This design comes from an exercise in tuning for small area, a short achievable clock period and few clock cycles on the open sky130 flow, not from production work. Only simulation tests tie the RTL to the original design; equivalence was not proved. Power and IR drop assume default switching activity.

==> flow/design.v <==
module WorkingFinal(input clk, input reset, input wire [15:0] mem_rdata,
                    output wire [15:0] mem_addr, output wire [15:0] mem_wdata,
                    output wire mem_we, output wire halt);
	reg [15:0] mar;       
	reg [15:0] ir;        
	reg        iv;        
	reg [15:0] wdr;       
	reg [15:0] rem;       
	reg [15:0] r4, r5, r6, r7;
	reg        we;        
	reg        dcyc;      
	reg        ldw;       
	reg [1:0]  ldrd;      
	reg        halted;
	reg [1:0]  dst;       
	reg [3:0]  cnt;       
	reg        dsm;       
	assign mem_addr  = mar;
	assign mem_wdata = wdr;
	assign mem_we    = we;
	assign halt      = halted;
	wire [3:0] op = ir[15:12];
	wire [2:0] rd = ir[11:9];
	wire [2:0] rs = ir[8:6];
	wire [2:0] rt = ir[5:3];
	wire [2:0] rc = ir[2:0];
	wire [15:0] sext6 = {{10{ir[5]}}, ir[5:0]};
	wire [15:0] sext3 = {{13{ir[2]}}, ir[2:0]};
	wire [15:0] soff = {sext6[14:0], 1'b0};
	wire isDIV  = (op == 4'b0011);
	wire isLW   = (op == 4'b1000);
	wire isSW   = (op == 4'b1001);
	wire isBNE  = (op == 4'b1010);
	wire isJALR = (op == 4'b1101);
	wire isSH   = (op[3:2] == 2'b01) && (op[1:0] != 2'b00);
	wire isORI  = (op == 4'b1011);
	wire wrRd   = (op[3] == 1'b0 && op != 4'b0011) || isORI || isJALR;
	wire fc = !dcyc && !halted;    
	wire ev = iv && fc;            
	function [15:0] rdreg(input [2:0] i, input [15:0] a4, input [15:0] a5,
	                      input [15:0] a6, input [15:0] a7);
		case (i)
			3'd0: rdreg = 16'd1;
			3'd1: rdreg = 16'd3;
			3'd2: rdreg = 16'd4;
			3'd3: rdreg = 16'd15;
			3'd4: rdreg = a4;
			3'd5: rdreg = a5;
			3'd6: rdreg = a6;
			default: rdreg = a7;
		endcase
	endfunction
	wire [2:0] bidx = (isBNE || isSW) ? rd : rt;
	wire [15:0] A = rdreg(rs, r4, r5, r6, r7);
	wire [15:0] B = rdreg(bidx, r4, r5, r6, r7);
	wire [15:0] C = rdreg(rc, r4, r5, r6, r7);
	wire big = ir[2];
	wire [1:0] sa = ir[1:0];
	wire left = (op == 4'b0101);
	wire fill = (op == 4'b0111) && A[15];
	wire [15:0] s1 = sa[0] ? (left ? {A[14:0], 1'b0} : {fill, A[15:1]}) : A;
	wire [15:0] s2 = sa[1] ? (left ? {s1[13:0], 2'b0} : {{2{fill}}, s1[15:2]}) : s1;
	wire [15:0] shv = big ? {16{fill}} : s2;
	reg [15:0] x, y;
	reg cin1, cin2;
	always @(*) begin
		x = B; y = C; cin1 = 1'b0; cin2 = 1'b0;
		case (op)
			4'b0001: begin x = ~B; y = ~C; cin1 = 1'b1; cin2 = 1'b1; end
			4'b0010: begin y = ~C; cin2 = 1'b1; end
			4'b0011: begin x = (dst == 2'd1) ? {rem[14:0], wdr[15]} : B; y = ~C; cin2 = 1'b1; end
			4'b0100: y = sext3;
			4'b1010: begin x = mar; y = soff; end
			4'b0101, 4'b0110, 4'b0111: begin x = shv; y = 16'd0; end
			4'b1011: begin x = 16'd0; y = {10'd0, ir[5:0] & ~A[5:0]}; end
			4'b1000, 4'b1001, 4'b1101: begin x = 16'd0; y = sext6; end
			default: ;
		endcase
	end
	wire [15:0] a = (isBNE || isDIV || isSH) ? 16'd0 : A;
	wire [15:0] cs = a ^ x ^ y;
	wire [15:0] cc = (a & x) | (a & y) | (x & y);
	wire [17:0] addw = {1'b0, cs, 1'b1} + {1'b0, cc[14:0], cin1, cin2};
	wire [15:0] sum = addw[16:1];
	wire cout = addw[17] | cc[15];    
	wire [15:0] res = sum;
	wire [15:0] marp2 = mar + 16'd2;
	wire ne = (A != B);
	wire [15:0] jtgt_f = {marp2[15:13], mem_rdata[11:0], 1'b0};
	wire e_redir = ev && ((isBNE && ne) || isJALR);
	wire e_mem   = ev && (isLW || isSW);
	wire e_stall = ev && isDIV && (dst != 2'd2);
	wire fa      = fc && !e_redir && !e_stall;            
	wire f_isJ   = (mem_rdata[15:12] == 4'b1100);
	wire f_isH   = (mem_rdata[15:13] == 3'b111);
	wire [15:0] nseq = f_isJ ? jtgt_f : marp2;
	wire div_start = ev && isDIV && (dst == 2'd0);
	wire div_small = (dst == 2'd1) && dsm;
	wire div_iter  = (dst == 2'd1) && !dsm;
	wire div_last  = div_iter && (cnt == 4'd0);
	wire div_qw    = ev && (dst == 2'd2);
	wire dq = rem[15] | cout;
	wire [15:0] rnext = dq ? sum : {rem[14:0], wdr[15]};
	wire dz = (C == 16'd0);
	wire [1:0] lzn = (B[15:12] != 4'd0) ? 2'd0 :
	                 (B[11:8]  != 4'd0) ? 2'd1 :
	                 (B[7:4]   != 4'd0) ? 2'd2 : 2'd3;
	reg [15:0] bsh;
	always @(*) begin
		case (lzn)
			2'd0: bsh = B;
			2'd1: bsh = {B[11:0], 4'd0};
			2'd2: bsh = {B[7:0], 8'd0};
			default: bsh = {B[3:0], 12'd0};
		endcase
	end
	wire dhz = (C[15:2] == 14'd0);
	wire dv1 = dhz && (C[1:0] == 2'd1);    
	wire s1q = dhz && C[1:0] == 2'd1 && bsh[15];
	wire s1r = bsh[15] && !(dhz && C[1:0] == 2'd1);
	reg        wen;
	reg [1:0]  widx;
	reg [15:0] wdat;
	always @(*) begin
		wen = 1'b0; widx = rd[1:0]; wdat = res;
		if (dcyc) begin
			wen = ldw; widx = ldrd; wdat = mem_rdata;
		end else if (div_last) begin
			wen = rs[2]; widx = rs[1:0]; wdat = rnext;
		end else if (div_small) begin
			wen = rs[2]; widx = rs[1:0]; wdat = dv1 ? 16'd0 : B;
		end else if (div_qw) begin
			wen = rd[2]; widx = rd[1:0]; wdat = wdr;
		end else if (ev && wrRd) begin
			wen = rd[2]; widx = rd[1:0]; wdat = isJALR ? mar : res;
		end
	end
	always @(posedge clk) begin
		if (wen && widx == 2'd0) r4 <= wdat;
		if (wen && widx == 2'd1) r5 <= wdat;
		if (wen && widx == 2'd2) r6 <= wdat;
		if (wen && widx == 2'd3) r7 <= wdat;
	end
	always @(posedge clk) begin
		if (reset) begin
			mar <= 16'd0;
			iv <= 1'b0;
			we <= 1'b0;
			dcyc <= 1'b0;
			halted <= 1'b0;
			dst <= 2'd0;
		end else begin
			we <= e_mem && isSW;
			dcyc <= e_mem;
			if (dcyc)
				mar <= rem;
			else if (halted)
				mar <= mar;
			else if (e_redir)
				mar <= sum;
			else if (e_mem)
				mar <= sum;
			else if (e_stall)
				mar <= mar;
			else
				mar <= nseq;
			if (fa)
				iv <= !f_isJ;
			else if (e_redir)
				iv <= 1'b0;
			if (fa && f_isH)
				halted <= 1'b1;
			if (div_start)
				dst <= 2'd1;
			else if (div_last || div_small)
				dst <= 2'd2;
			else if (div_qw)
				dst <= 2'd0;
		end
	end
	always @(posedge clk) begin
		if (fa)
			ir <= mem_rdata;
		ldw <= isLW && rd[2];
		ldrd <= rd[1:0];
		dsm <= div_start && (!cout || dv1 || dz);
		if (div_small)
			wdr <= dz ? 16'hffff : (dv1 ? B : 16'd0);
		else if (div_iter)
			wdr <= {wdr[14:0], dq};
		else if (div_start)
			wdr <= {bsh[14:0], s1q};
		else
			wdr <= B;
		if (div_iter)
			cnt <= cnt - 4'd1;
		else
			cnt <= {~lzn, 2'b10};
		if (div_iter)
			rem <= rnext;
		else if (div_start)
			rem <= {15'd0, s1r};
		else
			rem <= nseq;
	end
endmodule
export LEC_CHECK = 0
export ABC_AREA = 1
export CAP_MARGIN = 20
export CORE_MARGIN = 2
export CORE_UTILIZATION = 38
export CTS_BUF_LIST = sky130_fd_sc_hd__clkbuf_8
export SLEW_MARGIN = 20
create_clock -name core_clock -period 30.0 [get_ports {clk}]
standard.sh (not shown) runs the stock make flow with config.mk's settings and CLKGATE_MAP_FILE= SYNTH_SCRIPT=/design/flow/synth_recipe.tcl, a recipe that flattens the netlist after the stock synthesis.
==> flow/flow/run.sh <==
#!/bin/bash
# The standard layout (standard.sh: ORFS from synthesis to finish, with
# the standard flow's constraints), with two changes:
#  - synthesis is the standard flow's synthesis script, except that ABC maps the logic
#    with flow/abc_map_a.script (area-oriented mapping); flip-flop mapping and
#    every other synthesis step are unchanged, so the registers are the same;
#  - timing repair keeps a setup margin, so that it works on the achieved
#    period and not only on the 30 ns clock.
# Make's output goes to standard.log; ORFS keeps each step's log under orfs/logs.
set -euo pipefail
here=$(pwd)
{
  echo "proc abc {args} { set i [lsearch \$args -script]; if {\$i >= 0} { lset args [expr {\$i + 1}] $here/flow/abc_map_a.script }; yosys abc {*}\$args }"
  cat synth_recipe.tcl
} > synth_recipe_own.tcl
sed "s#SYNTH_SCRIPT=$here/synth_recipe.tcl#SYNTH_SCRIPT=$here/synth_recipe_own.tcl#" standard.sh > standard_own.sh
grep -q synth_recipe_own.tcl standard_own.sh
bash standard_own.sh SETUP_SLACK_MARGIN=23 finish > standard.log 2>&1
==> flow/flow/abc_map_a.script <==
strash
dch -f
map -a
topo
stime -c
Testbench counts at the start, summed over its fixed seeds: cycles 15,859.
Change:
- CORE_UTILIZATION: 38 -> 52
Effect:
- area after synthesis stays the same
- setup slack degrades by 0.015 ns
- combinational power came out lower by about 6%
- global-route usage came out higher by 12 points
- core utilization came out higher by 18 points
- via count came out higher by 3.8%
- synthesized cell count is unchanged
- flip-flop and latch count stays the same
- final area hardly moves


Setup of main:
RTL: the design.v shown in full above, as it stands there.
clock: 30.0 ns
lec_check: 0
abc_area: 1
cap_margin: 20
core_margin: 2
core_utilization: 45
cts_buf_list: sky130_fd_sc_hd__clkbuf_8
slew_margin: 20
Scripts as last shown in full above: flow/flow/run.sh, flow/flow/abc_map_a.script
main | status: complete | timing, DRC, antenna: pass
Testbench counts of main, summed over its fixed seeds: cycles 15,859.
Modified inputs, the feature branch compared to main
# main
export LEC_CHECK = 0
export ABC_AREA = 1
export CAP_MARGIN = 20
export CORE_MARGIN = 2
export CORE_UTILIZATION = 45
export CTS_BUF_LIST = sky130_fd_sc_hd__clkbuf_8
export SLEW_MARGIN = 20
create_clock -name core_clock -period 30.0 [get_ports {clk}]
# the feature branch
export LEC_CHECK = 0
export ABC_AREA = 1
export CAP_MARGIN = 20
export CORE_MARGIN = 2
export CORE_UTILIZATION = 45
export CTS_BUF_LIST = sky130_fd_sc_hd__clkbuf_8
export SLEW_MARGIN = 20
export TNS_END_PERCENT = 5
create_clock -name core_clock -period 30.0 [get_ports {clk}]
-- flow/flow/run.sh --
<<< main, line 17
grep -q synth_recipe_own.tcl standard_own.sh
bash standard_own.sh SETUP_SLACK_MARGIN=23 finish > standard.log 2>&1
>>> the feature branch, line 17
grep -q synth_recipe_own.tcl standard_own.sh
bash standard_own.sh SETUP_SLACK_MARGIN=23.3 TNS_END_PERCENT=5 finish > standard.log 2>&1
==> run notes <==
- Between main and the feature branch, the fraction of area in clock buffers and inverters figures differ only marginally.
- The feature branch ends up with a depth of the most critical reg-to-reg path that is 6.7% higher than in main.
- A first element of the critical path of mem_rdata[8] is what the feature branch shows, while mar[14] belongs to main.
- | worst path setup slack after routing | lower: the feature branch |
- From main to the feature branch the numbers moved as follows: power share of the combinational group grew by 0.7 points, non-clock buffer count increased about 7.5%, largest fanout of any net on the critical path increased by 1 relative to the old numbers, number of global-route vias before repair up 83.


Setup of juniper:
Another version of the RTL of WorkingFinal (not shown whole).
Size: roughly 1200 cells after synthesis, ~52 I/O pins.
==> flow/design.v (excerpt) <==
module WorkingFinal(input clk, input reset, input wire [15:0] mem_rdata,
                    output wire [15:0] mem_addr, output wire [15:0] mem_wdata,
                    output wire mem_we, output wire halt);
export LEC_CHECK = 0
export ABC_AREA = 1
export CAP_MARGIN = 20
export CORE_MARGIN = 2
export CORE_UTILIZATION = 45
export CTS_BUF_LIST = sky130_fd_sc_hd__clkbuf_8
export SLEW_MARGIN = 20
create_clock -name core_clock -period 30.0 [get_ports {clk}]
==> flow/flow/run.sh <==
#!/bin/bash
# The standard layout (standard.sh: ORFS from synthesis to finish, with
# the standard flow's constraints), with two changes:
#  - synthesis is the standard flow's synthesis script, except that ABC maps the logic
#    with flow/abc_map_a.script (area-oriented mapping); flip-flop mapping and
#    every other synthesis step are unchanged, so the registers are the same;
#  - timing repair keeps a setup margin, so that it works on the achieved
#    period and not only on the 30 ns clock.
# Make's output goes to standard.log; ORFS keeps each step's log under orfs/logs.
set -euo pipefail
here=$(pwd)
{
  echo "proc abc {args} { set i [lsearch \$args -script]; if {\$i >= 0} { lset args [expr {\$i + 1}] $here/flow/abc_map_a.script }; yosys abc {*}\$args }"
  cat synth_recipe.tcl
} > synth_recipe_own.tcl
sed "s#SYNTH_SCRIPT=$here/synth_recipe.tcl#SYNTH_SCRIPT=$here/synth_recipe_own.tcl#" standard.sh > standard_own.sh
grep -q synth_recipe_own.tcl standard_own.sh
bash standard_own.sh SETUP_SLACK_MARGIN=23 finish > standard.log 2>&1
==> flow/flow/abc_map_a.script <==
&get -n
&st
&dch -f
&nf -a -R 1000
&put
topo
stime -c
Testbench counts of juniper, summed over its fixed seeds: cycles 16,041.
> inputs changed (juniper -> indigo)
==> flow/flow/abc_map_a.script <==
strash
dch -f
map -a
topo
stime -c
Notes after the runs:
indigo | status: complete | timing, DRC, antenna: pass. Against juniper, cell leakage power in indigo came out better. Relative to juniper, number of vias per cell after detailed routing decreased by about 5% in indigo. Compared with juniper, indigo is hungrier on power. Relative to juniper, area added between synthesis and finish has gone down in indigo. | global-route total usage across every layer | higher: indigo |. End point of the critical path: mem_addr[7] -> indigo, mar[12] -> juniper. indigo against juniper: HPWL after detailed placement picked up an extra 20%, maximum frequency neither gained nor lost much. The distinct cell type count of the synthesized netlist in indigo sits 21 below the value recorded for juniper.


## 04-11
Another version of the RTL of WorkingFinal (not shown whole).
Size in the first run: about 140 flip-flops.
==> flow/config.mk <==
export PLATFORM = sky130hd
export DESIGN_NAME = WorkingFinal
export DESIGN_NICKNAME = WorkingFinal
export VERILOG_FILES = /design/flow/design.v
export SDC_FILE = /design/flow/constraint.sdc
export NUM_CORES = 4
export LEC_CHECK = 0
export ABC_AREA = 1
export CAP_MARGIN = 20
export CORE_MARGIN = 2
export CORE_UTILIZATION = 45
export CTS_BUF_LIST = sky130_fd_sc_hd__clkbuf_8
export SLEW_MARGIN = 20
==> flow/constraint.sdc <==
create_clock -name core_clock -period 30.0 [get_ports {clk}]
set_input_delay 6.0000 -clock core_clock [delete_from_list [all_inputs] [get_ports {clk}]]
set_output_delay 6.0000 -clock core_clock [all_outputs]
set_load 0.01 [all_outputs]
==> flow/flow/abc_map_a.script <==
strash
dch -f
map -a
topo
stime -c
buffer -c
upsize -c
dnsize -c
Scripts as last shown in full above: flow/flow/run.sh
Testbench counts of 04-11, summed over its fixed seeds: cycles 15,859.
--- input diff 04-11..06-02 ---
==> flow/flow/abc_map_a.script <==
strash
dch -f
map -a
topo
stime -c
Notes after the runs:
Compared to 04-11, 06-02 has first-iteration DRC count 186 lower.
Cmp 06-02 vs 04-11: layout overhead on the synthesized area higher in 06-02
When the final numbers for 06-02 and 04-11 were put side by side, the time the worst path needs with I/O delays and setup turned out to be greater in 06-02.
Looking at top layer used by detailed routing, the met4 result is from 06-02; the met5 one comes from 04-11.
The post-cts repair resize count number comes out higher for 06-02 vs 04-11.
For 04-11, the capture point of the worst path was mem_addr[4], unlike 06-02, where it was mem_wdata[2].
For fmax, 06-02 and 04-11 come out practically identical.
From 04-11 to 06-02 the numbers moved as follows: final weighted congestion in routability-driven placement went up by 2.0%; area after synthesis now sits lower; largest voltage drop on the vdd net now sits higher.


build 27:
Another version of the RTL of WorkingFinal (not shown whole).
Size: about 1,800 cells after synthesis, about 52 I/O pins.
clock: 30.0 ns
lec_check: 0
abc_area: 1
cap_margin: 20
core_margin: 2
core_utilization: 45
cts_buf_list: sky130_fd_sc_hd__clkbuf_8
slew_margin: 20
==> flow/flow/run.sh <==
#!/bin/bash
# The standard layout (the standard.sh: ORFS synthesis to finish, unchanged
# scripts and constraints), with timing repair asked to keep a setup margin,
# so that the repair works on the achieved period and not just on the 30 ns
# clock. The make output goes to standard.log; ORFS keeps each step's log
# under orfs/logs.
set -euo pipefail
bash standard.sh SETUP_SLACK_MARGIN=23 finish > standard.log 2>&1
Testbench counts of build 27, summed over its fixed seeds: cycles 16,919.
diff inputs: build 27 => build 42
==> flow/flow/run.sh <==
#!/bin/bash
# The standard layout (standard.sh: ORFS from synthesis to finish, with
# the standard flow's constraints), with two changes:
#  - synthesis is the standard flow's synthesis script, except that ABC maps the logic
#    with flow/abc_map_a.script (area-oriented mapping); flip-flop mapping and
#    every other synthesis step are unchanged, so the registers are the same;
#  - timing repair keeps a setup margin, so that it works on the achieved
#    period and not only on the 30 ns clock.
# Make's output goes to standard.log; ORFS keeps each step's log under orfs/logs.
set -euo pipefail
here=$(pwd)
{
  echo "proc abc {args} { set i [lsearch \$args -script]; if {\$i >= 0} { lset args [expr {\$i + 1}] $here/flow/abc_map_a.script }; yosys abc {*}\$args }"
  cat synth_recipe.tcl
} > synth_recipe_own.tcl
sed "s#SYNTH_SCRIPT=$here/synth_recipe.tcl#SYNTH_SCRIPT=$here/synth_recipe_own.tcl#" standard.sh > standard_own.sh
grep -q synth_recipe_own.tcl standard_own.sh
bash standard_own.sh SETUP_SLACK_MARGIN=23 finish > standard.log 2>&1
==> flow/flow/abc_map_a.script (new file) <==
strash
dch -f
map -a
topo
stime -c
[summary]
Multi-input gate share of the layout cell area in build 42 is 3.1 points below build 27.
The cell area after placement in build 42 is 0.904 times that in build 27.
The final reports for build 42 and build 27 show worst setup slack lower in the former.
When build 42 is measured against build 27, its total power density per cell area turns out about 5.4% lower.
Input changes introduced in build 40 (baseline for comparison: build 42):
# build 42
export LEC_CHECK = 0
export ABC_AREA = 1
export CAP_MARGIN = 20
export CORE_MARGIN = 2
export CORE_UTILIZATION = 45
export CTS_BUF_LIST = sky130_fd_sc_hd__clkbuf_8
export SLEW_MARGIN = 20
create_clock -name core_clock -period 30.0 [get_ports {clk}]
# build 40
export LEC_CHECK = 0
export ABC_AREA = 1
export CAP_MARGIN = 20
export CORE_MARGIN = 2
export CORE_UTILIZATION = 45
export SLEW_MARGIN = 20
create_clock -name core_clock -period 30.0 [get_ports {clk}]
==> flow/flow/run.sh <==
#!/bin/bash
# The standard layout (the standard.sh: ORFS synthesis to finish, unchanged
# scripts and constraints), with timing repair asked to keep a setup margin,
# so that the repair works on the achieved period and not just on the 30 ns
# clock. The make output goes to standard.log; ORFS keeps each step's log
# under orfs/logs.
set -euo pipefail
bash standard.sh SETUP_SLACK_MARGIN=23 finish > standard.log 2>&1
removed: flow/flow/abc_map_a.script
Build 40 against build 42: static leakage power increased 1.9 nW, share of the clock period used by the worst path essentially unchanged, final area increased by 10% relative to the old numbers. Run comparison: build 42 main combinational cell family by area after synthesis compound AO/OA/AOI/OAI gates; build 40 main combinational cell family by area after synthesis simple AND/OR/NAND/NOR gates.

static timing again, ports no longer ideal:
How much do the figures lean on ideal ports? The routed layouts below were timed once more, with nothing changed but the port constraints.
Step 1 sets driving cells, clkbuf_16 on the clock port and buf_2 on the other inputs (assumed; they add their load-dependent delay and slew).
Step 2, shift: input delay + t, output delay - t, t = (earliest + latest rising clock arrival at the registers) / 2. This alone moves slack from input paths to output paths.
Slacks: no drivers / after step 1 / after step 2; pairs: no drivers / after step 1.
run | t (ns) | slack for setup (ns) | clock arrival spread, ns | pins driven straight from the clock port
the first run of note 1 | 0.536 | 22.989 / 22.941 / 22.527 | 0.017 / 0.017 | 1
the second run of note 1 | 0.516 | 22.974 / 22.967 / 22.476 | 0.015 / 0.015 | 1
main | 0.538 | 23.005 / 22.956 / 22.508 | 0.018 / 0.018 | 1
the feature branch | 0.520 | 22.949 / 22.967 / 22.447 | 0.028 / 0.028 | 1
juniper | 0.518 | 22.999 / 22.984 / 22.466 | 0.019 / 0.019 | 1
indigo | 0.528 | 22.989 / 22.941 / 22.537 | 0.033 / 0.033 | 1
04-11 | 0.530 | 23.020 / 22.968 / 22.503 | 0.019 / 0.019 | 1
06-02 | 0.526 | 23.002 / 22.956 / 22.508 | 0.023 / 0.023 | 1
build 27 | 0.512 | 23.015 / 22.969 / 22.531 | 0.030 / 0.031 | 1
build 42 | 0.532 | 22.992 / 22.971 / 22.482 | 0.019 / 0.019 | 1
build 40 | 0.485 | 22.969 / 22.961 / 22.505 | 0.019 / 0.019 | 1
After both steps setup and hold are still met in every run listed. The setup slack of juniper, which loses most, moves by -0.015 ns with the drivers and by -0.533 ns with both steps.
